What follows belongs to an exercise in optimizing a design on an open flow for small area; a production flow would make more cautious choices.
RTL that was checked went through simulation tests only; none was proved equivalent to the original.
Function not checked in run 3: the RTL went through the layout flow alone.
Power and IR drop assume default switching activity.

===== flow/standard.sh =====
#!/bin/bash
# synth_recipe.tcl (not shown) runs the flow's synth.tcl, then flattens the netlist and writes it again
# the make line also repeats each setting of config.mk as NAME=value (left out here)
make -C /OpenROAD-flow-scripts/flow DESIGN_CONFIG=/design/flow/config.mk WORK_HOME=/design/flow/orfs CLKGATE_MAP_FILE= SYNTH_SCRIPT=/design/flow/synth_recipe.tcl "${@:-finish}"

===== flow/flow/run.sh =====
#!/bin/bash
# Standard ORFS layout, with the port buffers made from the smallest buffer cell and
# power recovery (downsizing of non-critical cells) after global routing.
set -euo pipefail
bash standard.sh BUFFER_PORTS_ARGS="-buffer_cell sky130_fd_sc_hd__buf_1" RECOVER_POWER=100 finish > make_finish.log 2>&1

===== flow/design.v =====
`timescale 1ns / 1ps
module alu32_top(
    input  wire        clk,
    input  wire [31:0] a,
    input  wire [31:0] b,
    input  wire [2:0]  op_code,
    output reg  [32:0] result,
    output reg         zero_flag,
    output reg         control_flag
    );
    reg  [31:0] a_q, b_q;
    reg  [2:0]  op_q;
    wire [32:0] alu_result;
    wire        alu_zero, alu_control;
    always @(posedge clk) begin
        a_q  <= a;
        b_q  <= b;
        op_q <= op_code;
        result       <= alu_result;
        zero_flag    <= alu_zero;
        control_flag <= alu_control;
    end
    ALU_8_Bit #(.WIDTH(32)) u_alu (
        .A(a_q),
        .B(b_q),
        .op_code(op_q),
        .result(alu_result),
        .zero_flag(alu_zero),
        .control_flag(alu_control)
    );
endmodule

`timescale 1ns / 1ps
module ALU_8_Bit #(parameter WIDTH = 8) (A, B, op_code, result, zero_flag, control_flag);
    input  [WIDTH-1:0] A, B;
    input  [2:0] op_code;
    output zero_flag, control_flag;
    output [WIDTH:0] result;
    wire inv, nar, kp, kg, op_add, op_sub, op_gt, op_eq, op_lt;
    alu_decode u_dec (.op(op_code), .inv(inv), .nar(nar), .kp(kp), .kg(kg), .op_add(op_add),
        .op_sub(op_sub), .op_gt(op_gt), .op_eq(op_eq), .op_lt(op_lt));
    wire [31:0] bx, p, g, ns, nl, r;
    wire [32:0] cc;    
    alu_xor2 u_bx0 (.a(B[0]), .b(inv), .y(bx[0]));
    alu_ha u_ha0 (.a(A[0]), .b(bx[0]), .s(p[0]), .c(g[0]));
    alu_xor2 u_bx1 (.a(B[1]), .b(inv), .y(bx[1]));
    alu_ha u_ha1 (.a(A[1]), .b(bx[1]), .s(p[1]), .c(g[1]));
    alu_xor2 u_bx2 (.a(B[2]), .b(inv), .y(bx[2]));
    alu_ha u_ha2 (.a(A[2]), .b(bx[2]), .s(p[2]), .c(g[2]));
    alu_xor2 u_bx3 (.a(B[3]), .b(inv), .y(bx[3]));
    alu_ha u_ha3 (.a(A[3]), .b(bx[3]), .s(p[3]), .c(g[3]));
    alu_xor2 u_bx4 (.a(B[4]), .b(inv), .y(bx[4]));
    alu_ha u_ha4 (.a(A[4]), .b(bx[4]), .s(p[4]), .c(g[4]));
    alu_xor2 u_bx5 (.a(B[5]), .b(inv), .y(bx[5]));
    alu_ha u_ha5 (.a(A[5]), .b(bx[5]), .s(p[5]), .c(g[5]));
    alu_xor2 u_bx6 (.a(B[6]), .b(inv), .y(bx[6]));
    alu_ha u_ha6 (.a(A[6]), .b(bx[6]), .s(p[6]), .c(g[6]));
    alu_xor2 u_bx7 (.a(B[7]), .b(inv), .y(bx[7]));
    alu_ha u_ha7 (.a(A[7]), .b(bx[7]), .s(p[7]), .c(g[7]));
    alu_xor2 u_bx8 (.a(B[8]), .b(inv), .y(bx[8]));
    alu_ha u_ha8 (.a(A[8]), .b(bx[8]), .s(p[8]), .c(g[8]));
    alu_xor2 u_bx9 (.a(B[9]), .b(inv), .y(bx[9]));
    alu_ha u_ha9 (.a(A[9]), .b(bx[9]), .s(p[9]), .c(g[9]));
    alu_xor2 u_bx10 (.a(B[10]), .b(inv), .y(bx[10]));
    alu_ha u_ha10 (.a(A[10]), .b(bx[10]), .s(p[10]), .c(g[10]));
    alu_xor2 u_bx11 (.a(B[11]), .b(inv), .y(bx[11]));
    alu_ha u_ha11 (.a(A[11]), .b(bx[11]), .s(p[11]), .c(g[11]));
    alu_xor2 u_bx12 (.a(B[12]), .b(inv), .y(bx[12]));
    alu_ha u_ha12 (.a(A[12]), .b(bx[12]), .s(p[12]), .c(g[12]));
    alu_xor2 u_bx13 (.a(B[13]), .b(inv), .y(bx[13]));
    alu_ha u_ha13 (.a(A[13]), .b(bx[13]), .s(p[13]), .c(g[13]));
    alu_xor2 u_bx14 (.a(B[14]), .b(inv), .y(bx[14]));
    alu_ha u_ha14 (.a(A[14]), .b(bx[14]), .s(p[14]), .c(g[14]));
    alu_xor2 u_bx15 (.a(B[15]), .b(inv), .y(bx[15]));
    alu_ha u_ha15 (.a(A[15]), .b(bx[15]), .s(p[15]), .c(g[15]));
    alu_xor2 u_bx16 (.a(B[16]), .b(inv), .y(bx[16]));
    alu_ha u_ha16 (.a(A[16]), .b(bx[16]), .s(p[16]), .c(g[16]));
    alu_xor2 u_bx17 (.a(B[17]), .b(inv), .y(bx[17]));
    alu_ha u_ha17 (.a(A[17]), .b(bx[17]), .s(p[17]), .c(g[17]));
    alu_xor2 u_bx18 (.a(B[18]), .b(inv), .y(bx[18]));
    alu_ha u_ha18 (.a(A[18]), .b(bx[18]), .s(p[18]), .c(g[18]));
    alu_xor2 u_bx19 (.a(B[19]), .b(inv), .y(bx[19]));
    alu_ha u_ha19 (.a(A[19]), .b(bx[19]), .s(p[19]), .c(g[19]));
    alu_xor2 u_bx20 (.a(B[20]), .b(inv), .y(bx[20]));
    alu_ha u_ha20 (.a(A[20]), .b(bx[20]), .s(p[20]), .c(g[20]));
    alu_xor2 u_bx21 (.a(B[21]), .b(inv), .y(bx[21]));
    alu_ha u_ha21 (.a(A[21]), .b(bx[21]), .s(p[21]), .c(g[21]));
    alu_xor2 u_bx22 (.a(B[22]), .b(inv), .y(bx[22]));
    alu_ha u_ha22 (.a(A[22]), .b(bx[22]), .s(p[22]), .c(g[22]));
    alu_xor2 u_bx23 (.a(B[23]), .b(inv), .y(bx[23]));
    alu_ha u_ha23 (.a(A[23]), .b(bx[23]), .s(p[23]), .c(g[23]));
    alu_xor2 u_bx24 (.a(B[24]), .b(inv), .y(bx[24]));
    alu_ha u_ha24 (.a(A[24]), .b(bx[24]), .s(p[24]), .c(g[24]));
    alu_xor2 u_bx25 (.a(B[25]), .b(inv), .y(bx[25]));
    alu_ha u_ha25 (.a(A[25]), .b(bx[25]), .s(p[25]), .c(g[25]));
    alu_xor2 u_bx26 (.a(B[26]), .b(inv), .y(bx[26]));
    alu_ha u_ha26 (.a(A[26]), .b(bx[26]), .s(p[26]), .c(g[26]));
    alu_xor2 u_bx27 (.a(B[27]), .b(inv), .y(bx[27]));
    alu_ha u_ha27 (.a(A[27]), .b(bx[27]), .s(p[27]), .c(g[27]));
    alu_xor2 u_bx28 (.a(B[28]), .b(inv), .y(bx[28]));
    alu_ha u_ha28 (.a(A[28]), .b(bx[28]), .s(p[28]), .c(g[28]));
    alu_xor2 u_bx29 (.a(B[29]), .b(inv), .y(bx[29]));
    alu_ha u_ha29 (.a(A[29]), .b(bx[29]), .s(p[29]), .c(g[29]));
    alu_xor2 u_bx30 (.a(B[30]), .b(inv), .y(bx[30]));
    alu_ha u_ha30 (.a(A[30]), .b(bx[30]), .s(p[30]), .c(g[30]));
    alu_xor2 u_bx31 (.a(B[31]), .b(inv), .y(bx[31]));
    alu_ha u_ha31 (.a(A[31]), .b(bx[31]), .s(p[31]), .c(g[31]));
    assign cc[0] = inv;
    alu_a21oi u_c0 (.a1(p[0]), .a2(cc[0]), .b1(g[0]), .y(cc[1]));
    wire k1;
    alu_nor2 u_k1 (.a(p[1]), .b(g[1]), .y(k1));
    alu_a21oi u_c1 (.a1(p[1]), .a2(cc[1]), .b1(k1), .y(cc[2]));
    alu_a21oi u_c2 (.a1(p[2]), .a2(cc[2]), .b1(g[2]), .y(cc[3]));
    wire k3;
    alu_nor2 u_k3 (.a(p[3]), .b(g[3]), .y(k3));
    alu_a21oi u_c3 (.a1(p[3]), .a2(cc[3]), .b1(k3), .y(cc[4]));
    alu_a21oi u_c4 (.a1(p[4]), .a2(cc[4]), .b1(g[4]), .y(cc[5]));
    wire k5;
    alu_nor2 u_k5 (.a(p[5]), .b(g[5]), .y(k5));
    alu_a21oi u_c5 (.a1(p[5]), .a2(cc[5]), .b1(k5), .y(cc[6]));
    alu_a21oi u_c6 (.a1(p[6]), .a2(cc[6]), .b1(g[6]), .y(cc[7]));
    wire k7;
    alu_nor2 u_k7 (.a(p[7]), .b(g[7]), .y(k7));
    alu_a21oi u_c7 (.a1(p[7]), .a2(cc[7]), .b1(k7), .y(cc[8]));
    wire P8, G8;
    alu_gp #(.N(4)) u_gp8 (.p(p[11:8]), .g(g[11:8]), .P(P8), .G(G8));
    alu_a21oi u_c8 (.a1(p[8]), .a2(cc[8]), .b1(g[8]), .y(cc[9]));
    wire k9;
    alu_nor2 u_k9 (.a(p[9]), .b(g[9]), .y(k9));
    alu_a21oi u_c9 (.a1(p[9]), .a2(cc[9]), .b1(k9), .y(cc[10]));
    alu_a21oi u_c10 (.a1(p[10]), .a2(cc[10]), .b1(g[10]), .y(cc[11]));
    alu_a21oi u_bc8 (.a1(P8), .a2(cc[8]), .b1(G8), .y(cc[12]));
    wire P12, G12;
    alu_gp #(.N(4)) u_gp12 (.p(p[15:12]), .g(g[15:12]), .P(P12), .G(G12));
    wire k12;
    alu_nor2 u_k12 (.a(p[12]), .b(g[12]), .y(k12));
    alu_a21oi u_c12 (.a1(p[12]), .a2(cc[12]), .b1(k12), .y(cc[13]));
    alu_a21oi u_c13 (.a1(p[13]), .a2(cc[13]), .b1(g[13]), .y(cc[14]));
    wire k14;
    alu_nor2 u_k14 (.a(p[14]), .b(g[14]), .y(k14));
    alu_a21oi u_c14 (.a1(p[14]), .a2(cc[14]), .b1(k14), .y(cc[15]));
    wire K12;
    alu_nor2 u_K12 (.a(P12), .b(G12), .y(K12));
    alu_a21oi u_bc12 (.a1(P12), .a2(cc[12]), .b1(K12), .y(cc[16]));
    wire P16, G16;
    alu_gp #(.N(4)) u_gp16 (.p(p[19:16]), .g(g[19:16]), .P(P16), .G(G16));
    alu_a21oi u_c16 (.a1(p[16]), .a2(cc[16]), .b1(g[16]), .y(cc[17]));
    wire k17;
    alu_nor2 u_k17 (.a(p[17]), .b(g[17]), .y(k17));
    alu_a21oi u_c17 (.a1(p[17]), .a2(cc[17]), .b1(k17), .y(cc[18]));
    alu_a21oi u_c18 (.a1(p[18]), .a2(cc[18]), .b1(g[18]), .y(cc[19]));
    alu_a21oi u_bc16 (.a1(P16), .a2(cc[16]), .b1(G16), .y(cc[20]));
    wire P20, G20;
    alu_gp #(.N(4)) u_gp20 (.p(p[23:20]), .g(g[23:20]), .P(P20), .G(G20));
    wire k20;
    alu_nor2 u_k20 (.a(p[20]), .b(g[20]), .y(k20));
    alu_a21oi u_c20 (.a1(p[20]), .a2(cc[20]), .b1(k20), .y(cc[21]));
    alu_a21oi u_c21 (.a1(p[21]), .a2(cc[21]), .b1(g[21]), .y(cc[22]));
    wire k22;
    alu_nor2 u_k22 (.a(p[22]), .b(g[22]), .y(k22));
    alu_a21oi u_c22 (.a1(p[22]), .a2(cc[22]), .b1(k22), .y(cc[23]));
    wire K20;
    alu_nor2 u_K20 (.a(P20), .b(G20), .y(K20));
    alu_a21oi u_bc20 (.a1(P20), .a2(cc[20]), .b1(K20), .y(cc[24]));
    wire P24, G24;
    alu_gp #(.N(4)) u_gp24 (.p(p[27:24]), .g(g[27:24]), .P(P24), .G(G24));
    alu_a21oi u_c24 (.a1(p[24]), .a2(cc[24]), .b1(g[24]), .y(cc[25]));
    wire k25;
    alu_nor2 u_k25 (.a(p[25]), .b(g[25]), .y(k25));
    alu_a21oi u_c25 (.a1(p[25]), .a2(cc[25]), .b1(k25), .y(cc[26]));
    alu_a21oi u_c26 (.a1(p[26]), .a2(cc[26]), .b1(g[26]), .y(cc[27]));
    alu_a21oi u_bc24 (.a1(P24), .a2(cc[24]), .b1(G24), .y(cc[28]));
    wire P28, G28;
    alu_gp #(.N(4)) u_gp28 (.p(p[31:28]), .g(g[31:28]), .P(P28), .G(G28));
    wire k28;
    alu_nor2 u_k28 (.a(p[28]), .b(g[28]), .y(k28));
    alu_a21oi u_c28 (.a1(p[28]), .a2(cc[28]), .b1(k28), .y(cc[29]));
    alu_a21oi u_c29 (.a1(p[29]), .a2(cc[29]), .b1(g[29]), .y(cc[30]));
    wire k30;
    alu_nor2 u_k30 (.a(p[30]), .b(g[30]), .y(k30));
    alu_a21oi u_c30 (.a1(p[30]), .a2(cc[30]), .b1(k30), .y(cc[31]));
    wire K28;
    alu_nor2 u_K28 (.a(P28), .b(G28), .y(K28));
    alu_a21oi u_bc28 (.a1(P28), .a2(cc[28]), .b1(K28), .y(cc[32]));
    alu_xnor2 u_s0 (.a(p[0]), .b(cc[0]), .y(ns[0]));
    alu_xor2 u_s1 (.a(p[1]), .b(cc[1]), .y(ns[1]));
    alu_xnor2 u_s2 (.a(p[2]), .b(cc[2]), .y(ns[2]));
    alu_xor2 u_s3 (.a(p[3]), .b(cc[3]), .y(ns[3]));
    alu_xnor2 u_s4 (.a(p[4]), .b(cc[4]), .y(ns[4]));
    alu_xor2 u_s5 (.a(p[5]), .b(cc[5]), .y(ns[5]));
    alu_xnor2 u_s6 (.a(p[6]), .b(cc[6]), .y(ns[6]));
    alu_xor2 u_s7 (.a(p[7]), .b(cc[7]), .y(ns[7]));
    alu_xnor2 u_s8 (.a(p[8]), .b(cc[8]), .y(ns[8]));
    alu_xor2 u_s9 (.a(p[9]), .b(cc[9]), .y(ns[9]));
    alu_xnor2 u_s10 (.a(p[10]), .b(cc[10]), .y(ns[10]));
    alu_xor2 u_s11 (.a(p[11]), .b(cc[11]), .y(ns[11]));
    alu_xor2 u_s12 (.a(p[12]), .b(cc[12]), .y(ns[12]));
    alu_xnor2 u_s13 (.a(p[13]), .b(cc[13]), .y(ns[13]));
    alu_xor2 u_s14 (.a(p[14]), .b(cc[14]), .y(ns[14]));
    alu_xnor2 u_s15 (.a(p[15]), .b(cc[15]), .y(ns[15]));
    alu_xnor2 u_s16 (.a(p[16]), .b(cc[16]), .y(ns[16]));
    alu_xor2 u_s17 (.a(p[17]), .b(cc[17]), .y(ns[17]));
    alu_xnor2 u_s18 (.a(p[18]), .b(cc[18]), .y(ns[18]));
    alu_xor2 u_s19 (.a(p[19]), .b(cc[19]), .y(ns[19]));
    alu_xor2 u_s20 (.a(p[20]), .b(cc[20]), .y(ns[20]));
    alu_xnor2 u_s21 (.a(p[21]), .b(cc[21]), .y(ns[21]));
    alu_xor2 u_s22 (.a(p[22]), .b(cc[22]), .y(ns[22]));
    alu_xnor2 u_s23 (.a(p[23]), .b(cc[23]), .y(ns[23]));
    alu_xnor2 u_s24 (.a(p[24]), .b(cc[24]), .y(ns[24]));
    alu_xor2 u_s25 (.a(p[25]), .b(cc[25]), .y(ns[25]));
    alu_xnor2 u_s26 (.a(p[26]), .b(cc[26]), .y(ns[26]));
    alu_xor2 u_s27 (.a(p[27]), .b(cc[27]), .y(ns[27]));
    alu_xor2 u_s28 (.a(p[28]), .b(cc[28]), .y(ns[28]));
    alu_xnor2 u_s29 (.a(p[29]), .b(cc[29]), .y(ns[29]));
    alu_xor2 u_s30 (.a(p[30]), .b(cc[30]), .y(ns[30]));
    alu_xnor2 u_s31 (.a(p[31]), .b(cc[31]), .y(ns[31]));
    wire co = cc[32];
    wire eq;
    alu_and_tree #(.N(14)) u_eq (.a({P8, P12, P16, P20, P24, P28, p[0], p[1], p[2], p[3], p[4], p[5], p[6], p[7]}), .y(eq));
    wire hi, cmpbit;
    alu_flags u_fl (.co(co), .eq(eq), .op_add(op_add), .op_sub(op_sub), .op_gt(op_gt),
        .op_eq(op_eq), .op_lt(op_lt), .hi(hi), .cmpbit(cmpbit));
    wire ncmp;
    alu_inv u_ncmp (.a(cmpbit), .y(ncmp));
    alu_a22oi u_l0 (.a1(p[0]), .a2(kp), .b1(g[0]), .b2(kg), .y(nl[0]));
    alu_a22oi u_l1 (.a1(p[1]), .a2(kp), .b1(g[1]), .b2(kg), .y(nl[1]));
    alu_a22oi u_l2 (.a1(p[2]), .a2(kp), .b1(g[2]), .b2(kg), .y(nl[2]));
    alu_a22oi u_l3 (.a1(p[3]), .a2(kp), .b1(g[3]), .b2(kg), .y(nl[3]));
    alu_a22oi u_l4 (.a1(p[4]), .a2(kp), .b1(g[4]), .b2(kg), .y(nl[4]));
    alu_a22oi u_l5 (.a1(p[5]), .a2(kp), .b1(g[5]), .b2(kg), .y(nl[5]));
    alu_a22oi u_l6 (.a1(p[6]), .a2(kp), .b1(g[6]), .b2(kg), .y(nl[6]));
    alu_a22oi u_l7 (.a1(p[7]), .a2(kp), .b1(g[7]), .b2(kg), .y(nl[7]));
    alu_a22oi u_l8 (.a1(p[8]), .a2(kp), .b1(g[8]), .b2(kg), .y(nl[8]));
    alu_a22oi u_l9 (.a1(p[9]), .a2(kp), .b1(g[9]), .b2(kg), .y(nl[9]));
    alu_a22oi u_l10 (.a1(p[10]), .a2(kp), .b1(g[10]), .b2(kg), .y(nl[10]));
    alu_a22oi u_l11 (.a1(p[11]), .a2(kp), .b1(g[11]), .b2(kg), .y(nl[11]));
    alu_a22oi u_l12 (.a1(p[12]), .a2(kp), .b1(g[12]), .b2(kg), .y(nl[12]));
    alu_a22oi u_l13 (.a1(p[13]), .a2(kp), .b1(g[13]), .b2(kg), .y(nl[13]));
    alu_a22oi u_l14 (.a1(p[14]), .a2(kp), .b1(g[14]), .b2(kg), .y(nl[14]));
    alu_a22oi u_l15 (.a1(p[15]), .a2(kp), .b1(g[15]), .b2(kg), .y(nl[15]));
    alu_a22oi u_l16 (.a1(p[16]), .a2(kp), .b1(g[16]), .b2(kg), .y(nl[16]));
    alu_a22oi u_l17 (.a1(p[17]), .a2(kp), .b1(g[17]), .b2(kg), .y(nl[17]));
    alu_a22oi u_l18 (.a1(p[18]), .a2(kp), .b1(g[18]), .b2(kg), .y(nl[18]));
    alu_a22oi u_l19 (.a1(p[19]), .a2(kp), .b1(g[19]), .b2(kg), .y(nl[19]));
    alu_a22oi u_l20 (.a1(p[20]), .a2(kp), .b1(g[20]), .b2(kg), .y(nl[20]));
    alu_a22oi u_l21 (.a1(p[21]), .a2(kp), .b1(g[21]), .b2(kg), .y(nl[21]));
    alu_a22oi u_l22 (.a1(p[22]), .a2(kp), .b1(g[22]), .b2(kg), .y(nl[22]));
    alu_a22oi u_l23 (.a1(p[23]), .a2(kp), .b1(g[23]), .b2(kg), .y(nl[23]));
    alu_a22oi u_l24 (.a1(p[24]), .a2(kp), .b1(g[24]), .b2(kg), .y(nl[24]));
    alu_a22oi u_l25 (.a1(p[25]), .a2(kp), .b1(g[25]), .b2(kg), .y(nl[25]));
    alu_a22oi u_l26 (.a1(p[26]), .a2(kp), .b1(g[26]), .b2(kg), .y(nl[26]));
    alu_a22oi u_l27 (.a1(p[27]), .a2(kp), .b1(g[27]), .b2(kg), .y(nl[27]));
    alu_a22oi u_l28 (.a1(p[28]), .a2(kp), .b1(g[28]), .b2(kg), .y(nl[28]));
    alu_a22oi u_l29 (.a1(p[29]), .a2(kp), .b1(g[29]), .b2(kg), .y(nl[29]));
    alu_a22oi u_l30 (.a1(p[30]), .a2(kp), .b1(g[30]), .b2(kg), .y(nl[30]));
    alu_a22oi u_l31 (.a1(p[31]), .a2(kp), .b1(g[31]), .b2(kg), .y(nl[31]));
    alu_o211ai u_r0 (.a1(ns[0]), .a2(nar), .b1(nl[0]), .c1(ncmp), .y(r[0]));
    alu_o21ai u_r1 (.a1(ns[1]), .a2(nar), .b1(nl[1]), .y(r[1]));
    alu_o21ai u_r2 (.a1(ns[2]), .a2(nar), .b1(nl[2]), .y(r[2]));
    alu_o21ai u_r3 (.a1(ns[3]), .a2(nar), .b1(nl[3]), .y(r[3]));
    alu_o21ai u_r4 (.a1(ns[4]), .a2(nar), .b1(nl[4]), .y(r[4]));
    alu_o21ai u_r5 (.a1(ns[5]), .a2(nar), .b1(nl[5]), .y(r[5]));
    alu_o21ai u_r6 (.a1(ns[6]), .a2(nar), .b1(nl[6]), .y(r[6]));
    alu_o21ai u_r7 (.a1(ns[7]), .a2(nar), .b1(nl[7]), .y(r[7]));
    alu_o21ai u_r8 (.a1(ns[8]), .a2(nar), .b1(nl[8]), .y(r[8]));
    alu_o21ai u_r9 (.a1(ns[9]), .a2(nar), .b1(nl[9]), .y(r[9]));
    alu_o21ai u_r10 (.a1(ns[10]), .a2(nar), .b1(nl[10]), .y(r[10]));
    alu_o21ai u_r11 (.a1(ns[11]), .a2(nar), .b1(nl[11]), .y(r[11]));
    alu_o21ai u_r12 (.a1(ns[12]), .a2(nar), .b1(nl[12]), .y(r[12]));
    alu_o21ai u_r13 (.a1(ns[13]), .a2(nar), .b1(nl[13]), .y(r[13]));
    alu_o21ai u_r14 (.a1(ns[14]), .a2(nar), .b1(nl[14]), .y(r[14]));
    alu_o21ai u_r15 (.a1(ns[15]), .a2(nar), .b1(nl[15]), .y(r[15]));
    alu_o21ai u_r16 (.a1(ns[16]), .a2(nar), .b1(nl[16]), .y(r[16]));
    alu_o21ai u_r17 (.a1(ns[17]), .a2(nar), .b1(nl[17]), .y(r[17]));
    alu_o21ai u_r18 (.a1(ns[18]), .a2(nar), .b1(nl[18]), .y(r[18]));
    alu_o21ai u_r19 (.a1(ns[19]), .a2(nar), .b1(nl[19]), .y(r[19]));
    alu_o21ai u_r20 (.a1(ns[20]), .a2(nar), .b1(nl[20]), .y(r[20]));
    alu_o21ai u_r21 (.a1(ns[21]), .a2(nar), .b1(nl[21]), .y(r[21]));
    alu_o21ai u_r22 (.a1(ns[22]), .a2(nar), .b1(nl[22]), .y(r[22]));
    alu_o21ai u_r23 (.a1(ns[23]), .a2(nar), .b1(nl[23]), .y(r[23]));
    alu_o21ai u_r24 (.a1(ns[24]), .a2(nar), .b1(nl[24]), .y(r[24]));
    alu_o21ai u_r25 (.a1(ns[25]), .a2(nar), .b1(nl[25]), .y(r[25]));
    alu_o21ai u_r26 (.a1(ns[26]), .a2(nar), .b1(nl[26]), .y(r[26]));
    alu_o21ai u_r27 (.a1(ns[27]), .a2(nar), .b1(nl[27]), .y(r[27]));
    alu_o21ai u_r28 (.a1(ns[28]), .a2(nar), .b1(nl[28]), .y(r[28]));
    alu_o21ai u_r29 (.a1(ns[29]), .a2(nar), .b1(nl[29]), .y(r[29]));
    alu_o21ai u_r30 (.a1(ns[30]), .a2(nar), .b1(nl[30]), .y(r[30]));
    alu_o21ai u_r31 (.a1(ns[31]), .a2(nar), .b1(nl[31]), .y(r[31]));
    assign result = {hi, r};
    assign control_flag = hi;
    wire zlo;
    alu_or #(.N(24)) u_zlo (.a(r[23:0]), .y(zlo));
    alu_nor #(.N(10)) u_z (.a({hi, r[31:24], zlo}), .y(zero_flag));
endmodule
module alu_xor2 (input a, input b, output y);
    assign y = a ^ b;
endmodule
module alu_xnor2 (input a, input b, output y);
    assign y = ~(a ^ b);
endmodule
module alu_ha (input a, input b, output s, output c);
    assign s = a ^ b;
    assign c = a & b;
endmodule
module alu_nor2 (input a, input b, output y);
    assign y = ~(a | b);
endmodule
module alu_a21oi (input a1, input a2, input b1, output y);
    assign y = ~((a1 & a2) | b1);
endmodule
module alu_a22oi (input a1, input a2, input b1, input b2, output y);
    assign y = ~((a1 & a2) | (b1 & b2));
endmodule
module alu_o21ai (input a1, input a2, input b1, output y);
    assign y = ~((a1 | a2) & b1);
endmodule
module alu_o211ai (input a1, input a2, input b1, input c1, output y);
    assign y = ~((a1 | a2) & b1 & c1);
endmodule
module alu_inv (input a, output y);
    assign y = ~a;
endmodule
module alu_gp #(parameter N = 4) (input [N-1:0] p, input [N-1:0] g, output P, output G);
    integer k;
    reg gg;
    always @* begin
        gg = g[0];
        for (k = 1; k < N; k = k + 1) gg = g[k] | (p[k] & gg);
    end
    assign G = gg;
    assign P = &p;
endmodule
module alu_and_tree #(parameter N = 8) (input [N-1:0] a, output y);
    assign y = &a;
endmodule
module alu_or #(parameter N = 8) (input [N-1:0] a, output y);
    assign y = |a;
endmodule
module alu_nor #(parameter N = 8) (input [N-1:0] a, output y);
    assign y = ~|a;
endmodule
module alu_decode (input [2:0] op, output inv, output nar, output kp, output kg,
                   output op_add, output op_sub, output op_gt, output op_eq, output op_lt);
    assign op_add = (op == 3'b000);
    assign op_sub = (op == 3'b001);
    assign op_gt  = (op == 3'b010);
    assign op_eq  = (op == 3'b011);
    assign op_lt  = (op == 3'b100);
    assign inv = op_sub | op_gt | op_eq | op_lt;
    assign nar = ~(op_add | op_sub);
    assign kp  = (op == 3'b110) | (op == 3'b111);
    assign kg  = (op == 3'b101) | (op == 3'b110);
endmodule
module alu_flags (input co, input eq, input op_add, input op_sub, input op_gt, input op_eq,
                  input op_lt, output hi, output cmpbit);
    assign hi = (op_add & co) | (op_sub & ~co);
    assign cmpbit = (op_gt & co & ~eq) | (op_eq & eq) | (op_lt & ~co);
endmodule

===== flow/constraint.sdc =====
create_clock -name core_clock -period 5.0 [get_ports {clk}]
set_input_delay 1.0000 -clock core_clock [delete_from_list [all_inputs] [get_ports {clk}]]
set_output_delay 1.0000 -clock core_clock [all_outputs]
set_load 0.01 [all_outputs]

===== flow/config.mk =====
export PLATFORM = sky130hd
export DESIGN_NAME = alu32_top
export DESIGN_NICKNAME = alu32_top
export VERILOG_FILES = /design/flow/design.v
export SDC_FILE = /design/flow/constraint.sdc
export NUM_CORES = 4
export LEC_CHECK = 0
export CAP_MARGIN = 20
export CORE_MARGIN = 2
export CORE_UTILIZATION = 40
export SLEW_MARGIN = 20
export SYNTH_HIERARCHICAL = 1
export SYNTH_MINIMUM_KEEP_SIZE = 0

==> results of run 1 <==
through the flow:
stage	cell area (um^2)	power (mW)	setup slack, ns	hold slack, ns
after detailed placement	4960	1.59	-0.0542	0.677
after global routing	5240	2.20	-0.0370	0.678
final	5240	2.07	0.295	0.686
after CTS	5140	2.06	0.0322	0.686
after global placement	4960	1.58	0.127	0.663
after floorplan	4320	1.41	-0.276	0.618
per-module statistics from Yosys (local to each module, per instance), excerpt:
module / copies in the design / cells inside
alu32_top: 1 / 102
alu_ha: 32 / 1
alu_decode: 1 / 12
alu_xor2: 48 / 1
alu_o211ai: 1 / 1
alu_flags: 1 / 5
alu_nor2: 16 / 1
state kept, by name (all words and copies together) (netlist names):
| signal | cells |
|---|---|
| result | 33 |
| a_q | 32 |
| zero_flag | 1 |
| op_q | 3 |
| b_q | 32 |
| control_flag | 1 |
cell usage in the layout (no fill, tap or decap), drive strengths merged:
cell type / count
nand2b: 1
nand3b: 1
xnor2: 16
nor3: 1
and4: 7
dfxtp: 102
a21oi: 44
o21a: 1
clkbuf: 14
nand3: 2
a22oi: 32
clkinv: 1
o211ai: 1
ha: 32
o21ai: 37
or4: 2
inv: 2
or2: 1
nand2: 8
nor2: 18
and2: 2
nor3b: 3
xor2: 49
nand4: 3
mux2: 1
nor4: 8
buf: 121
final cells by class:
class / count / area share
clock buffers: 14 / 0.0311
clock inverters: 1 / 0.000956
inverters: 2 / 0.00143
multi-input cells: 270 / 0.443
flip-flops and latches: 102 / 0.391
well taps: 136 / 0.0325
repair buffers: 121 / 0.100
power by group through the flow:
stage	sequential [mW]	clock (mW)	combinational [mW]
final	0.926	0.463	0.682
after floorplan	0.969	0	0.440
after detailed placement	0.945	0	0.642
after CTS	0.927	0.482	0.647
after global placement	0.945	0	0.634
after global routing	0.934	0.523	0.743
worst max-delay path, delay by kind of cell, from the launching register on:
family	cells	cell delay (ns)
AOI/OAI and AO/OA	15	2.08
xor gates and xnor gates	2	0.31
adders and majority gates	1	0.28
buffers and inverters	1	0.15
DFF	1	0.34
and+or+nand+nor	6	1.44
layer usage:
metal	wire, um	vias up	part of all wire
met2	4620	94	0.47
met4	174	0	0.018
li1	-	1623	-
met1	4580	1464	0.46
met3	506	18	0.051
met5	0	-	0
timing repair:
action	in CTS	in global routing
endpoints found under the setup margin	1	1
hold buffers	0	0
pin swaps	0	10
gates cloned	0	0
setup buffers	0	7
resized for setup	2	6
cell families (layout without fill, tap and decap cells):
group                    after synthesis  after routing  synth area share
multiplexers                           1              1           0.00348
buffers and inverters                  3            138           0.00348
AO/OA/AOI/OAI                        115            115             0.219
XOR/XNOR                              65             65             0.132
adder cells (fa/ha/maj)               32             32            0.0928
flip-flops                           102            102             0.473
AND/OR/NAND/NOR                       57             57            0.0754
worst max-delay path by stage:
stage                       start        end  depth (start not counted)
after global placement    op_q[2]  zero_flag                         24
after detailed placement  op_q[2]  zero_flag                         24
after global routing      op_q[2]  zero_flag                         28
after floorplan           op_q[0]  zero_flag                         27
final                     op_q[2]  zero_flag                         25
after CTS                 op_q[2]  zero_flag                         28
==> flow_summary.json, run 1 <==
{
  "yosys.area.top_type": "dfxtp_1",
  "reg2reg_depth": 25,
  "die_h_um": 108,
  "swShare": 0.329,
  "yosysWarnings": 8,
  "power_switching_mw": 0.681,
  "grt_pass1_vias": 3136,
  "drc_errors": 0,
  "gp_congestion": 0.886,
  "cts_buffers": 9,
  "internal_power_mw": 1.39,
  "tightest_slew_ns": 1.01,
  "async_flop_share": 0,
  "pwr-share-comb": 0.329,
  "timing.rr.end": "zero_flag",
  "fmax_mhz": 213,
  "synth_top_area_frac": 0.473,
  "track_usage": 0.178,
  "core_um2": 10400,
  "synth_commonest_cells": "dfxtp_1, xor2_1, o21ai_1",
  "tritoncts": "done",
  "setup_tns_ns": 0,
  "clock_skew_ns": 0.0109,
  "root_buffer": "clkbuf_8",
  "use_met1": 0.227,
  "final_cells": 646,
  "syn_nets": 475,
  "pwr-share-seq": 0.447,
  "ir_drop_uv": 197,
  "reg2reg_from": "op_q[2]",
  "die_w_um": 108,
  "rrSetupSlack_ns": 0.29,
  "yosysMostFrequentCell": "dfxtp_1",
  "htree_levels": 3,
  "worstHoldEndpoint": "result[31]",
  "synth.avg_cell_area_um2": 11.5,
  "vias": 3199,
  "min_path_type": "reg2reg",
  "use_met2": 0.284,
  "timing_hold_violations_final": 0,
  "antenna_found_initial": 0,
  "grtUsageMet3": 0.0533,
  "multi_input_area_um2": 2320,
  "cts_max_path_buffers": 2,
  "synthFlopType": "dfxtp_1",
  "worstPathRequired_ns": 5.29,
  "top_usage_layer": "met2",
  "syn_inst": 375,
  "dp_cells": 624,
  "pin_count": 103,
  "drt-total-wl_mm": 9.88,
  "antenna_cells": 0,
  "fillerInstances": 996,
  "cpMaxStageDelayCell": "or4_1",
  "drv_cap": 0,
  "dp_hpwl_mm": 7.28,
  "power_leakage_nw": 1.96,
  "avgRoutedWirePerCell_um": 15.3,
  "grt_max_degree": 33,
  "slew_headroom": 0.329,
  "gr-total-overflow": 0,
  "drtIter0Drc": 124,
  "die-area_um2": 11600,
  "report.final.slew_viol_count": 0,
  "synthTopCellsByArea": "dfxtp_1, xor2_1, a22oi_2, ha_1, a21oi_2",
  "status": "timing/DRC/antenna clean",
  "port_buffers": 102,
  "setup_viol": 0,
  "post-route-util": 0.503,
  "register_area_um2": 2040,
  "hp-start": "a_q[31]",
  "cp-start-kind": "flop",
  "synth_area_um2": 4310,
  "clock_sinks": 102,
  "clk_pin_slew_worst_paths_ns": 0.09,
  "synth_edf_count": 0,
  "area_growth_pct": 21.4,
  "dr.pass1.iters": 4,
  "power_density_nw_per_um2": 395,
  "synth_seq_cells": 102,
  "drtAntennaViolNets": 0,
  "clk_latency_ns": 0.38,
  "slowest_delay_ns": 0.42,
  "final.period_utilization": 0.941,
  "worst_ep_arrival_time_ns": 5.00,
  "rows": 37,
  "crit_path_max_fanout": 7,
  "worstHoldPathCells": 3,
  "start_util": 0.414,
  "crit_type": "reg2reg",
  "endpoint_kind": "flop",
  "fin_crit_ns": 4.71,
  "drive_above_1_share": 0.212,
  "clkPwrFrac": 0.223,
  "synth_cell_types": 27,
  "cp_common_cell": "a21oi_2",
  "via_per_inst": 4.95,
  "fin_nets": 606,
  "ys_seq_area_frac": 0.473,
  "grt_pass1_wl_mm": 15.6
}
==> inputs of run 2 (changes only) <==
--- a/flow/design.v
+++ b/flow/design.v
@@ -288,9 +288,27 @@
     alu_o21ai u_r31 (.a1(ns[31]), .a2(nar), .b1(nl[31]), .y(r[31]));
     assign result = {hi, r};
     assign control_flag = hi;
-    wire zlo;
-    alu_or #(.N(24)) u_zlo (.a(r[23:0]), .y(zlo));
-    alu_nor #(.N(10)) u_z (.a({hi, r[31:24], zlo}), .y(zero_flag));
+    wire ze;
+    alu_nor #(.N(20)) u_zlo (.a(r[19:0]), .y(ze));
+    wire zp0;
+    alu_nor2 u_zp0 (.a(r[20]), .b(r[21]), .y(zp0));
+    wire zp1;
+    alu_nor2 u_zp1 (.a(r[22]), .b(r[23]), .y(zp1));
+    wire zp2;
+    alu_nor2 u_zp2 (.a(r[24]), .b(r[25]), .y(zp2));
+    wire zp3;
+    alu_nor2 u_zp3 (.a(r[26]), .b(r[27]), .y(zp3));
+    wire zp4;
+    alu_nor2 u_zp4 (.a(r[28]), .b(r[29]), .y(zp4));
+    wire zp5;
+    alu_nor2 u_zp5 (.a(r[30]), .b(r[31]), .y(zp5));
+    wire zp6;
+    alu_inv u_zp6 (.a(hi), .y(zp6));
+    wire zn0;
+    alu_nand #(.N(4)) u_zn0 (.a({ze, zp0, zp1, zp2}), .y(zn0));
+    wire zn1;
+    alu_nand #(.N(4)) u_zn1 (.a({zp3, zp4, zp5, zp6}), .y(zn1));
+    alu_nor #(.N(2)) u_z (.a({zn0, zn1}), .y(zero_flag));
 endmodule
 module alu_xor2 (input a, input b, output y);
     assign y = a ^ b;
@@ -339,6 +357,9 @@
 module alu_nor #(parameter N = 8) (input [N-1:0] a, output y);
     assign y = ~|a;
 endmodule
+module alu_nand #(parameter N = 4) (input [N-1:0] a, output y);
+    assign y = ~&a;
+endmodule
 module alu_decode (input [2:0] op, output inv, output nar, output kp, output kg,
                    output op_add, output op_sub, output op_gt, output op_eq, output op_lt);
     assign op_add = (op == 3'b000);
==> flow/flow/run.sh (replaced) <==
#!/bin/bash
# Standard ORFS layout with three changes: the port buffers use the smallest buffer cell,
# every combinational cell is put at its smallest drive strength after floorplanning (the
# repair steps then size up only what timing needs), and power recovery downsizes
# non-critical cells after global routing.
set -euo pipefail
W=$(pwd)
bash standard.sh BUFFER_PORTS_ARGS="-buffer_cell sky130_fd_sc_hd__buf_1" \
  POST_FLOORPLAN_TCL="$W/flow/downsize.tcl" RECOVER_POWER=100 finish > make_finish.log 2>&1
==> flow/flow/downsize.tcl (new file) <==
# POST_FLOORPLAN hook: put every combinational cell at the smallest drive strength of its
# family; the later repair steps size up what timing needs.
set n 0
foreach inst [[ord::get_db_block] getInsts] {
  set m [$inst getMaster]
  set name [$m getName]
  if {![regexp {^(sky130_fd_sc_hd__[a-z0-9]+)_([0-9]+)$} $name -> base sz]} { continue }
  if {[string match {*df*} $base] || [string match {*clk*} $base] || [string match {*tap*} $base]
      || [string match {*conb*} $base] || [string match {*dl*} $base]} { continue }
  set best ""
  set best_a 1e9
  foreach lc [get_lib_cells ${base}_*] {
    set ln [get_name $lc]
    if {![regexp "^${base}_\[0-9\]+\$" $ln]} { continue }
    if {[get_property $lc dont_use]} { continue }
    set a [get_property $lc area]
    if {$a < $best_a} { set best_a $a; set best $ln }
  }
  if {$best ne "" && $best ne $name} {
    $inst swapMaster [[ord::get_db] findMaster $best]
    incr n
  }
}
puts "downsize: replaced $n cells"
==> flow_summary.json, run 2 <==
{
  "avgRoutedWirePerCell_um": 14.0,
  "die_w_um": 108,
  "grt_max_degree": 34,
  "cp_common_cell": "a21oi_2",
  "multi_input_area_um2": 2040,
  "via_per_inst": 4.94,
  "reg2reg_from": "op_q[2]",
  "syn_inst": 382,
  "final_cell_mix": "dfxtp_1, buf_1, xor2_1, o21ai_0",
  "cp.buffers_inverters": 2,
  "worst_ep_arrival_time_ns": 4.87,
  "setup_ws_ns": 0.448,
  "synth.avg_cell_area_um2": 11.3,
  "drc_errors": 0,
  "fin_crit_ns": 4.55,
  "async_flop_share": 0,
  "antenna_found_initial": 0,
  "hp-start": "a_q[31]",
  "yosysWarnings": 8,
  "die_h_um": 108,
  "yosys.area.top_type": "dfxtp_1",
  "dp_hpwl_mm": 6.55,
  "vias": 3179,
  "dp_slack_ns": -0.298,
  "cp_top_family": "compound AO/OA/AOI/OAI gates",
  "endpoint_kind": "flop",
  "synth_cell_types": 26,
  "rrSetupSlack_ns": 0.45,
  "yosysMostFrequentCell": "dfxtp_1",
  "crit_path_max_fanout": 7,
  "synth_area_um2": 4320,
  "gp_congestion": 0.843,
  "power_density_nw_per_um2": 407,
  "synth_commonest_cells": "dfxtp_1, xor2_1, o21ai_1",
  "hold_ws_ns": 0.687,
  "drive_above_1_share": 0.0809,
  "slowest_delay_ns": 0.38,
  "pin_count": 103,
  "grt_pass1_wl_mm": 14.3,
  "crit_type": "reg2reg",
  "drtIter0Drc": 124,
  "ys_seq_area_frac": 0.473,
  "reg2reg_depth": 28,
  "synthFlopType": "dfxtp_1",
  "rows": 37,
  "track_usage": 0.161,
  "synth_edf_count": 0,
  "cts_hold_buf": 0,
  "setup_viol": 0,
  "htree_levels": 3,
  "report.final.slew_viol_count": 0,
  "port_buffers": 102,
  "fmax_mhz": 220,
  "core_um2": 10400,
  "fin_nets": 602,
  "cts_max_path_buffers": 2,
  "clk_latency_ns": 0.37,
  "drv_cap": 0,
  "worstHoldPathCells": 3,
  "largest_reg_flops": 33,
  "dr.pass1.iters": 6,
  "power_leakage_nw": 1.90,
  "cpMaxStageDelayCell": "dfxtp_1",
  "root_buffer": "clkbuf_8",
  "cp-start-kind": "flop",
  "tightest_slew_ns": 0.703,
  "timing_hold_violations_final": 0,
  "final.period_utilization": 0.910,
  "grt_pass1_vias": 3068,
  "cts_buffers": 9,
  "synthTopCellsByArea": "dfxtp_1, xor2_1, a22oi_2, ha_1, a21oi_2",
  "start_util": 0.415,
  "biggestRegsByFlops": "result: 33 flops, a_q: 32 flops, b_q: 32 flops",
  "synth_top_area_frac": 0.473,
  "worstPathRequired_ns": 5.32,
  "antenna_cells": 0,
  "top_register": "result",
  "gr-total-overflow": 0,
  "status": "timing/DRC/antenna clean",
  "fillerInstances": 1022,
  "die-area_um2": 11600,
  "timing.rr.end": "zero_flag",
  "syn_nets": 482,
  "drtAntennaViolNets": 0,
  "clk_pin_slew_worst_paths_ns": 0.09,
  "clock_sinks": 102,
  "p_total_mw": 2.00,
  "synth_seq_cells": 102,
  "ir_drop_uv": 176,
  "min_path_type": "reg2reg",
  "tritoncts": "done",
  "drt-total-wl_mm": 9.02,
  "area_growth_pct": 13.6,
  "slew_headroom": 0.531,
  "clock_skew_ns": 0.00693,
  "worstHoldEndpoint": "result[31]",
  "register_area_um2": 2040
}
## run 2: cell families after synthesis
kind of cell,Yosys count,share of synthesized area
adder cells (fa/ha/maj),32,0.0927
flip-flops,102,0.473
multiplexers,1,0.00347
AND/OR/NAND/NOR,63,0.0762
XOR/XNOR,65,0.132
AO/OA/AOI/OAI,115,0.219
buffers and inverters,4,0.00434
## run 2: power by group
| part | internal (mW) | switching [mW] | leakage [nW] |
|---|---|---|---|
| Combinational | 0.230 | 0.327 | 0.937 |
| Sequential | 0.896 | 0.0283 | 0.857 |
| Clock | 0.256 | 0.262 | 0.106 |
| Total | 1.38 | 0.617 | 1.90 |
## run 2: metrics by stage
| stage | TNS [ns] | util | cells | area [um^2] |
|---|---|---|---|---|
| finish | 0 | 0.471 | 643 | 4910 |
| global placement | -0.0369 | 0.445 | 626 | 4630 |
| detailed placement | -0.298 | 0.445 | 626 | 4630 |
| floorplan | 0 | - | 382 | 4330 |
| CTS | 0 | 0.466 | 642 | 4850 |
| global route | -0.0285 | 0.471 | 643 | 4910 |
## run 2: repair_timing
action	4_1_cts	5_1_grt
pin swaps	0	1
setup endpoints to repair	1	3
setup buffers	0	1
resized for setup	5	12
## run 2: worst max path at each step
stage                  from        end  slack (ns)  cells past startpoint
detailed placement  op_q[1]  zero_flag       -0.30                     27
global placement    op_q[1]  zero_flag       -0.04                     27
global route        op_q[2]  zero_flag       -0.03                     28
finish              op_q[2]  zero_flag        0.45                     28
floorplan           op_q[1]  zero_flag        0.20                     27
CTS                 op_q[1]  zero_flag        0.02                     27
## run 2: metal layers
metal	wire length, um	track usage
met4	254	0.0852
met5	0	0
met3	562	0.0412
met1	4080	0.195
met2	4120	0.261
## run 2: worst min-delay path, stage by stage (launching register included)
cell,delay [ns]
dfxtp_1,0.32
ha_1,0.17
a22oi_1,0.07
o21ai_0,0.09
## run 2: Yosys stat by module, one instance, submodules excluded, a selection
module | area (um^2) | flops+latches | copies in the design
alu32_top | 2040 | 102 | 1
alu_decode | 73.8 | 0 | 1
alu_flags | 37.5 | 0 | 1
alu_a22oi | 12.5 | 0 | 32
alu_ha | 12.5 | 0 | 32
alu_o211ai | 12.5 | 0 | 1
alu_a21oi | 8.76 | 0 | 32
alu_xnor2 | 8.76 | 0 | 16
alu_xor2 | 8.76 | 0 | 48
alu_o21ai | 5.00 | 0 | 31
alu_inv | 3.75 | 0 | 2
alu_nor2 | 3.75 | 0 | 22
## run 2: final cells by class
cell class / count / area share
multi-input cells: 276 / 0.415
repair buffers: 110 / 0.0910
flip-flops and latches: 102 / 0.416
inverters: 3 / 0.00229
clock inverters: 4 / 0.00918
well taps: 136 / 0.0347
clock buffers: 12 / 0.0316
==> inputs of run 3 (changes only) <==
--- a/flow/design.v
+++ b/flow/design.v
@@ -122,26 +122,22 @@
     wire k7;
     alu_nor2 u_k7 (.a(p[7]), .b(g[7]), .y(k7));
     alu_a21oi u_c7 (.a1(p[7]), .a2(cc[7]), .b1(k7), .y(cc[8]));
-    wire P8, G8;
-    alu_gp #(.N(4)) u_gp8 (.p(p[11:8]), .g(g[11:8]), .P(P8), .G(G8));
     alu_a21oi u_c8 (.a1(p[8]), .a2(cc[8]), .b1(g[8]), .y(cc[9]));
     wire k9;
     alu_nor2 u_k9 (.a(p[9]), .b(g[9]), .y(k9));
     alu_a21oi u_c9 (.a1(p[9]), .a2(cc[9]), .b1(k9), .y(cc[10]));
     alu_a21oi u_c10 (.a1(p[10]), .a2(cc[10]), .b1(g[10]), .y(cc[11]));
-    alu_a21oi u_bc8 (.a1(P8), .a2(cc[8]), .b1(G8), .y(cc[12]));
-    wire P12, G12;
-    alu_gp #(.N(4)) u_gp12 (.p(p[15:12]), .g(g[15:12]), .P(P12), .G(G12));
-    wire k12;
-    alu_nor2 u_k12 (.a(p[12]), .b(g[12]), .y(k12));
-    alu_a21oi u_c12 (.a1(p[12]), .a2(cc[12]), .b1(k12), .y(cc[13]));
-    alu_a21oi u_c13 (.a1(p[13]), .a2(cc[13]), .b1(g[13]), .y(cc[14]));
-    wire k14;
-    alu_nor2 u_k14 (.a(p[14]), .b(g[14]), .y(k14));
-    alu_a21oi u_c14 (.a1(p[14]), .a2(cc[14]), .b1(k14), .y(cc[15]));
-    wire K12;
-    alu_nor2 u_K12 (.a(P12), .b(G12), .y(K12));
-    alu_a21oi u_bc12 (.a1(P12), .a2(cc[12]), .b1(K12), .y(cc[16]));
+    wire k11;
+    alu_nor2 u_k11 (.a(p[11]), .b(g[11]), .y(k11));
+    alu_a21oi u_c11 (.a1(p[11]), .a2(cc[11]), .b1(k11), .y(cc[12]));
+    alu_a21oi u_c12 (.a1(p[12]), .a2(cc[12]), .b1(g[12]), .y(cc[13]));
+    wire k13;
+    alu_nor2 u_k13 (.a(p[13]), .b(g[13]), .y(k13));
+    alu_a21oi u_c13 (.a1(p[13]), .a2(cc[13]), .b1(k13), .y(cc[14]));
+    alu_a21oi u_c14 (.a1(p[14]), .a2(cc[14]), .b1(g[14]), .y(cc[15]));
+    wire k15;
+    alu_nor2 u_k15 (.a(p[15]), .b(g[15]), .y(k15));
+    alu_a21oi u_c15 (.a1(p[15]), .a2(cc[15]), .b1(k15), .y(cc[16]));
     wire P16, G16;
     alu_gp #(.N(4)) u_gp16 (.p(p[19:16]), .g(g[19:16]), .P(P16), .G(G16));
     alu_a21oi u_c16 (.a1(p[16]), .a2(cc[16]), .b1(g[16]), .y(cc[17]));
@@ -194,10 +190,10 @@
     alu_xor2 u_s9 (.a(p[9]), .b(cc[9]), .y(ns[9]));
     alu_xnor2 u_s10 (.a(p[10]), .b(cc[10]), .y(ns[10]));
     alu_xor2 u_s11 (.a(p[11]), .b(cc[11]), .y(ns[11]));
-    alu_xor2 u_s12 (.a(p[12]), .b(cc[12]), .y(ns[12]));
-    alu_xnor2 u_s13 (.a(p[13]), .b(cc[13]), .y(ns[13]));
-    alu_xor2 u_s14 (.a(p[14]), .b(cc[14]), .y(ns[14]));
-    alu_xnor2 u_s15 (.a(p[15]), .b(cc[15]), .y(ns[15]));
+    alu_xnor2 u_s12 (.a(p[12]), .b(cc[12]), .y(ns[12]));
+    alu_xor2 u_s13 (.a(p[13]), .b(cc[13]), .y(ns[13]));
+    alu_xnor2 u_s14 (.a(p[14]), .b(cc[14]), .y(ns[14]));
+    alu_xor2 u_s15 (.a(p[15]), .b(cc[15]), .y(ns[15]));
     alu_xnor2 u_s16 (.a(p[16]), .b(cc[16]), .y(ns[16]));
     alu_xor2 u_s17 (.a(p[17]), .b(cc[17]), .y(ns[17]));
     alu_xnor2 u_s18 (.a(p[18]), .b(cc[18]), .y(ns[18]));
@@ -216,12 +212,10 @@
     alu_xnor2 u_s31 (.a(p[31]), .b(cc[31]), .y(ns[31]));
     wire co = cc[32];
     wire eq;
-    alu_and_tree #(.N(14)) u_eq (.a({P8, P12, P16, P20, P24, P28, p[0], p[1], p[2], p[3], p[4], p[5], p[6], p[7]}), .y(eq));
-    wire hi, cmpbit;
+    alu_and_tree #(.N(20)) u_eq (.a({P16, P20, P24, P28, p[0], p[1], p[2], p[3], p[4], p[5], p[6], p[7], p[8], p[9], p[10], p[11], p[12], p[13], p[14], p[15]}), .y(eq));
+    wire hi, ncmp;
     alu_flags u_fl (.co(co), .eq(eq), .op_add(op_add), .op_sub(op_sub), .op_gt(op_gt),
-        .op_eq(op_eq), .op_lt(op_lt), .hi(hi), .cmpbit(cmpbit));
-    wire ncmp;
-    alu_inv u_ncmp (.a(cmpbit), .y(ncmp));
+        .op_eq(op_eq), .op_lt(op_lt), .hi(hi), .ncmp(ncmp));
     alu_a22oi u_l0 (.a1(p[0]), .a2(kp), .b1(g[0]), .b2(kg), .y(nl[0]));
     alu_a22oi u_l1 (.a1(p[1]), .a2(kp), .b1(g[1]), .b2(kg), .y(nl[1]));
     alu_a22oi u_l2 (.a1(p[2]), .a2(kp), .b1(g[2]), .b2(kg), .y(nl[2]));
@@ -289,7 +283,7 @@
     assign result = {hi, r};
     assign control_flag = hi;
     wire ze;
-    alu_nor #(.N(20)) u_zlo (.a(r[19:0]), .y(ze));
+    alu_nor #(.N(19)) u_zlo (.a(r[19:1]), .y(ze));
     wire zp0;
     alu_nor2 u_zp0 (.a(r[20]), .b(r[21]), .y(zp0));
     wire zp1;
@@ -303,7 +297,7 @@
     wire zp5;
     alu_nor2 u_zp5 (.a(r[30]), .b(r[31]), .y(zp5));
     wire zp6;
-    alu_inv u_zp6 (.a(hi), .y(zp6));
+    alu_nor2 u_zp6 (.a(hi), .b(r[0]), .y(zp6));
     wire zn0;
     alu_nand #(.N(4)) u_zn0 (.a({ze, zp0, zp1, zp2}), .y(zn0));
     wire zn1;
@@ -373,7 +367,7 @@
     assign kg  = (op == 3'b101) | (op == 3'b110);
 endmodule
 module alu_flags (input co, input eq, input op_add, input op_sub, input op_gt, input op_eq,
-                  input op_lt, output hi, output cmpbit);
+                  input op_lt, output hi, output ncmp);
     assign hi = (op_add & co) | (op_sub & ~co);
-    assign cmpbit = (op_gt & co & ~eq) | (op_eq & eq) | (op_lt & ~co);
+    assign ncmp = ~((op_gt & co & ~eq) | (op_eq & eq) | (op_lt & ~co));
 endmodule
==> flow/flow/run.sh (replaced) <==
#!/bin/bash
# Standard ORFS layout with these changes: the port buffers use the smallest buffer cell;
# every combinational cell is put at its smallest drive strength after floorplanning (the
# repair steps then size up only what timing needs); clock tree synthesis adds no dummy
# loads; power recovery downsizes non-critical cells after global routing.
set -euo pipefail
W=$(pwd)
bash standard.sh BUFFER_PORTS_ARGS="-buffer_cell sky130_fd_sc_hd__buf_1" \
  POST_FLOORPLAN_TCL="$W/flow/downsize.tcl" \
  CTS_ARGS="-sink_clustering_enable -repair_clock_nets -dont_use_dummy_load" \
  RECOVER_POWER=100 finish > make_finish.log 2>&1
--- a/flow/config.mk
+++ b/flow/config.mk
@@ -8,6 +8,7 @@
 export CAP_MARGIN = 20
 export CORE_MARGIN = 2
 export CORE_UTILIZATION = 40
+export GPL_TIMING_DRIVEN = 0
 export SLEW_MARGIN = 20
 export SYNTH_HIERARCHICAL = 1
 export SYNTH_MINIMUM_KEEP_SIZE = 0
==> flow_summary.json, run 3 <==
{
  "synth_top_area_frac": 0.477,
  "synth_seq_cells": 102,
  "async_flop_share": 0,
  "min_path_type": "reg2reg",
  "largest_reg_flops": 33,
  "synth_edf_count": 0,
  "endpoint_kind": "flop",
  "grt_max_degree": 33,
  "cts_buffers": 9,
  "drtAntennaViolNets": 0,
  "slew_headroom": 0.507,
  "report.final.slew_viol_count": 0,
  "vias": 3238,
  "worst_ep_arrival_time_ns": 5.33,
  "synth.avg_cell_area_um2": 11.6,
  "grt_pass1_wl_mm": 14.4,
  "synth_area_um2": 4280,
  "fin_crit_ns": 5.03,
  "setup.worst_path.start": "op_q[0]",
  "antenna_found_initial": 0,
  "rrSetupSlack_ns": -0.03,
  "tightest_slew_ns": 0.740,
  "drv_cap": 0,
  "crit_path_max_fanout": 4,
  "yosys.area.top_type": "dfxtp_1",
  "yosysMostFrequentCell": "dfxtp_1",
  "power_density_nw_per_um2": 387,
  "power_leakage_nw": 2.04,
  "cts_hold_buf": 0,
  "die_w_um": 107,
  "reg2reg_from": "op_q[0]",
  "start_util": 0.413,
  "fmax_mhz": 199,
  "cp.buffers_inverters": 2,
  "htree_levels": 3,
  "hold_ws_ns": 0.681,
  "gp_congestion": 0.806,
  "yosysWarnings": 8,
  "drt-total-wl_mm": 9.36,
  "clk_pin_slew_worst_paths_ns": 0.09,
  "endpoint": "zero_flag",
  "core_um2": 10400,
  "cp.depth": 32,
  "setup_viol": 1,
  "gr-total-overflow": 0,
  "grt_pass1_vias": 3091,
  "cp_common_cell": "a21oi_2",
  "cp-start-kind": "flop",
  "timing.rr.end": "zero_flag",
  "dp_hpwl_mm": 6.44,
  "antenna_cells": 0,
  "syn_inst": 370,
  "setup_tns_ns": -0.0313,
  "pin_count": 103,
  "synthFlopType": "dfxtp_1",
  "dr.pass1.iters": 5,
  "setup_ws_ns": -0.0313,
  "root_buffer": "clkbuf_8",
  "fin_nets": 625,
  "die_h_um": 107,
  "reg2reg_depth": 32,
  "layout.cells.most_common": "buf_1",
  "synth_cell_types": 27,
  "cp_top_family": "compound AO/OA/AOI/OAI gates",
  "area_growth_pct": 21.0,
  "synthTopCellsByArea": "dfxtp_1, xor2_1, a22oi_2, ha_1, a21oi_2",
  "biggestRegsByFlops": "result: 33 flops, a_q: 32 flops, b_q: 32 flops",
  "cts_max_path_buffers": 2,
  "ir_drop_uv": 141,
  "synth_commonest_cells": "dfxtp_1, xor2_1, o21ai_1",
  "ys_seq_area_frac": 0.477,
  "timing_hold_violations_final": 0,
  "avgRoutedWirePerCell_um": 14.2,
  "tritoncts": "done",
  "final_cell_mix": "buf_1, dfxtp_1, xor2_1, buf_4",
  "final.period_utilization": 1.01,
  "via_per_inst": 4.91,
  "die-area_um2": 11500,
  "syn_nets": 470,
  "slowest_delay_ns": 0.37,
  "rsz0062_at_grt": "yes",
  "crit_type": "reg2reg",
  "rows": 37,
  "clock_skew_ns": 0.0261,
  "drive_above_1_share": 0.172,
  "port_buffers": 102,
  "clk_latency_ns": 0.37,
  "clock_sinks": 102,
  "top_register": "result",
  "status": "failed layout checks",
  "worstPathRequired_ns": 5.30,
  "drc_errors": 0,
  "drtIter0Drc": 85,
  "cpMaxStageDelayCell": "dfxtp_4",
  "post-route-util": 0.500,
  "track_usage": 0.163,
  "so.violations": "negative setup slack"
}
-- run 3: cell types whose count changed after synthesis, moves of 2 or more --
cell / change
nor4_1: -2
nand4_1: +3
o21ai_1: -2
a21oi_1: -4
nand2_1: -5
and4_1: -2
nand3_1: -2
-- run 3: metal layers --
layer,GRT usage,vias to the layer above,share of wire
li1,-,1645,-
met1,0.200,1487,0.43
met2,0.266,86,0.49
met3,0.0303,20,0.043
met4,0.0971,0,0.030
met5,0,-,0
-- run 3: kinds of logic after synthesis --
| logic type | count (synthesis) | synth area share |
|---|---|---|
| fa+ha+maj | 32 | 0.0935 |
| mux | 1 | 0.00263 |
| buf+inv | 3 | 0.00351 |
| simple gates | 57 | 0.0731 |
| xor+xnor | 65 | 0.133 |
| compound gates | 110 | 0.217 |
| flops | 102 | 0.477 |
-- run 3: how the worst min path moves through the flow --
stage / to / startpoint / depth (start not counted) / slack [ns]
after floorplan: result[13] / a_q[13] / 3 / 0.63
after global placement: result[11] / a_q[11] / 3 / 0.65
after detailed placement: result[11] / a_q[11] / 3 / 0.67
after CTS: result[11] / a_q[11] / 3 / 0.69
after global routing: a_q[29] / a[29] / 1 / 0.70
final: result[22] / a_q[22] / 3 / 0.68
-- run 3: power by group --
group	switching (mW)	internal (mW)	total, mW
Clock	0.243	0.162	0.405
Combinational	0.360	0.313	0.674
Sequential	0.0305	0.896	0.927
Total	0.633	1.37	2.01
-- run 3: through the flow --
stage | power (mW) | setup WS [ns] | instances | instance area, um^2
after CTS | 1.98 | -0.263 | 649 | 5070
after global routing | 2.13 | -0.394 | 659 | 5180
final | 2.01 | -0.0313 | 659 | 5180
after floorplan | 1.41 | -0.252 | 370 | 4290
after detailed placement | 1.46 | -2.05 | 610 | 4580
after global placement | 1.44 | -4.06 | 608 | 4520
-- run 3: area by class of cell --
cell class,count,area [um^2]
plain buffers,1,3.75
clock buffers,9,124
fillers,1006,5190
inverters,2,7.51
multi-input cells,265,2100
flip-flops and latches,102,2050
well taps,136,170
repair buffers,144,731
-- run 3: worst reg2reg max path: cells and delay by family, from the launching register on --
| family | cells | cell delay, ns |
|---|---|---|
| fa+ha+maj | 1 | 0.30 |
| compound gates | 22 | 3.07 |
| buf+inv | 2 | 0.28 |
| xor+xnor | 2 | 0.25 |
| flops | 1 | 0.37 |
| simple gates | 5 | 0.69 |
-- run 3: per-module statistics from Yosys, one instance, submodules excluded, excerpt --
module,times used,flops+latches,cells
alu_decode,1,0,12
alu_flags,1,0,4
alu_o211ai,1,0,1
alu_a22oi,32,0,1
alu_a21oi,32,0,1
alu_xor2,48,0,1
alu_o21ai,31,0,1
alu_nor2,23,0,1
-- run 3: repair_timing --
| action | CTS | global route |
|---|---|---|
| resized for setup | 37 | 12 |
| gates cloned | 0 | 0 |
| buffers inserted | 31 | 11 |
| endpoints found under the setup margin | 22 | 14 |
| pin swaps | 35 | 36 |
| endpoints found under the hold margin | 0 | 0 |

afterwards: timing with drivers on the ports:
In the flow no input, the clock included, has a driving cell. The finished layouts below were timed again as built, in two steps. Step 1 (the two cells are an assumption about what drives the block):
set clk [get_ports {clk}]
set_driving_cell -lib_cell sky130_fd_sc_hd__clkbuf_16 $clk
set_driving_cell -lib_cell sky130_fd_sc_hd__buf_2 [delete_from_list [all_inputs] $clk]
Step 2, shift: input delay + t, output delay - t, t = (earliest + latest rising clock arrival at the registers) / 2. This alone moves slack from input paths to output paths. Three values: ideal ports, drivers, drivers and shift; two values: the first two.
run | t, ns | setup slack, ns | slew at the worst register clock pin (ns) | cell pins on the clock port's net
run 1 | 0.405 | 0.295 / 0.295 / 0.295 | 0.09 / 0.09 | 1
run 2 | 0.403 | 0.448 / 0.448 / 0.448 | 0.09 / 0.09 | 1
run 3 | 0.386 | -0.031 / -0.031 / -0.031 | 0.10 / 0.10 | 1
